This design comes from an exercise in tuning for small area and a short achievable clock period on the open sky130 flow, not from production work.
Function was checked by simulation only, so behaviour that the tests miss may differ from the original.
Power figures rest on the tool's default switching activity, not on a simulated workload.

== lane 1 ==
==> flow/design.v <==
module output_fifo (clk, reset, data_in, wr_en, capacity, AXIS_TDATA, AXIS_TVALID, AXIS_TREADY);
	parameter OUTW=32, DEPTH=64;
	localparam LOGDEPTH=$clog2(DEPTH);
	input clk, reset, wr_en, AXIS_TREADY;
	input [OUTW-1:0] data_in;
	output logic [OUTW-1:0] AXIS_TDATA;
	output logic AXIS_TVALID;
	output logic [($clog2(DEPTH+1))-1:0] capacity;
	logic [OUTW-1:0] sh [0:DEPTH-2];
	logic [OUTW-1:0] dq;          
	logic wq;                     
	logic [LOGDEPTH-1:0] r;       
	logic mz;                     
	logic [7:0] hi, lo;           
	wire pop = AXIS_TVALID & AXIS_TREADY;
	wire load = pop | ~AXIS_TVALID;       
	wire inc = wr_en & ~pop;
	wire dec = pop & ~wr_en;
	always_ff @(posedge clk) begin
		dq <= data_in;
		if (wq) begin
			sh[0] <= dq;
			for (int i = 1; i < DEPTH-1; i++)
				sh[i] <= sh[i-1];
		end
	end
	logic [OUTW-1:0] grp [0:7];
	logic [OUTW-1:0] rd;
	always_comb begin
		for (int g = 0; g < 8; g++) begin
			grp[g] = {OUTW{1'b0}};
			for (int j = 0; j < 8; j++)
				if (g*8+j < DEPTH-1)
					grp[g] = grp[g] | ({OUTW{lo[j]}} & sh[g*8+j]);
		end
		rd = {OUTW{1'b0}};
		for (int g = 0; g < 8; g++)
			rd = rd | ({OUTW{hi[g]}} & grp[g]);
		if (mz)
			rd = wq ? dq : data_in;
	end
	always_ff @(posedge clk)
		if (reset)
			AXIS_TDATA <= '0;
		else if (load)
			AXIS_TDATA <= rd;
	logic [LOGDEPTH-1:0] r_n;
	logic mz_n;
	logic up, dn;
	always_comb begin
		dn = load & ~mz;                  
		up = wq & ~(load & mz);           
		r_n = r;
		mz_n = mz;
		if (up & ~dn) begin
			r_n = r + 1'b1;
			mz_n = 1'b0;
		end else if (dn & ~up) begin
			r_n = r - 1'b1;
			mz_n = (r == 0);
		end
	end
	always_ff @(posedge clk) begin
		if (reset) begin
			capacity <= DEPTH;
			AXIS_TVALID <= 1'b0;
			wq <= 1'b0;
			r <= '1;
			mz <= 1'b1;
			hi <= 8'd0;
			lo <= 8'd0;
		end else begin
			if (inc) begin
				capacity <= capacity - 1'b1;
				AXIS_TVALID <= 1'b1;
			end else if (dec) begin
				capacity <= capacity + 1'b1;
				AXIS_TVALID <= ~mz | wq;
			end
			wq <= wr_en & ~(load & mz & ~wq);
			r <= r_n;
			mz <= mz_n;
			hi <= mz_n ? 8'd0 : (8'd1 << r_n[5:3]);
			lo <= mz_n ? 8'd0 : (8'd1 << r_n[2:0]);
		end
	end
endmodule
clock: 5.5 ns
lec_check: 0
cap_margin: 20
core_margin: 2
core_utilization: 65
cts_cluster_diameter: 90
cts_cluster_size: 24
setup_slack_margin: 3.2
slew_margin: 20
tns_end_percent: 5
run.sh (not shown) runs the stock make flow with config.mk's settings and CLKGATE_MAP_FILE= SYNTH_SCRIPT=/design/flow/synth_recipe.tcl, a recipe that flattens the netlist after the stock synthesis.
## Diff of input files: lane 2 against lane 1
==> flow/flow/run.sh (new file) <==
#!/bin/bash
set -euo pipefail
bash standard.sh MATCH_CELL_FOOTPRINT=0 finish > standard_make.log 2>&1
==> flow/standard.sh (new file) <==
#!/bin/bash
# synth_recipe.tcl (not shown) runs the flow's synth.tcl, then flattens the netlist and writes it again
# the make line also repeats each setting of config.mk as NAME=value (left out here)
make -C /OpenROAD-flow-scripts/flow DESIGN_CONFIG=/design/flow/config.mk WORK_HOME=/design/flow/orfs CLKGATE_MAP_FILE= SYNTH_SCRIPT=/design/flow/synth_recipe.tcl "${@:-finish}"
removed: flow/run.sh
Results
- Start point of the critical path: lo[6]$_SDFF_PP0_ -> lane 1, lo[1]$_SDFF_PP0_ -> lane 2
- On number of optimization iterations in the first detailed-route pass: between lane 2 and lane 1, it ends up lower for lane 1.
- Lane 1 and lane 2 ended up with roughly the same net switching power figure.
- Per the comparison of lane 2 with lane 1, met3 global-route usage neither gained nor lost much, final cycle utilization of the critical path down 0.50 points.
- Worst setup slack: lane 2 > lane 1
- Taking lane 1 as the reference, in lane 2 total number of cells along the worst setup path ~0 delta; first-pass GRT wire length ~0 delta; global-route usage ~0 delta.

static timing again, ports no longer ideal:
In the flow no input, the clock included, has a driving cell. The finished layouts below were timed again as built, in two steps.
Step 1 assumes that a clkbuf_16 drives the clock port and a buf_2 every other input.
Step 2, shift: input delay + t, output delay - t, t = (earliest + latest rising clock arrival at the registers) / 2. This alone moves slack from input paths to output paths.
a / b / c = ideal ports / drivers / drivers and shift; a / b = the first two.
run | shift t [ns] | setup slack, ns | hold slack, ns | worst slew at a driven data input, ns | cell pins on the clock port's net
lane 1 | 0.794 | 3.139 / 3.087 / 2.426 | 0.433 / 0.433 / 0.433 | 0.07 | 1
lane 2 | 0.792 | 3.166 / 3.098 / 2.510 | 0.430 / 0.430 / 0.430 | 0.07 | 1
After both steps setup and hold are still met in every run listed. For lane 1, which loses most, drivers alone change the setup slack by -0.052 ns; drivers and shift together by -0.713 ns.
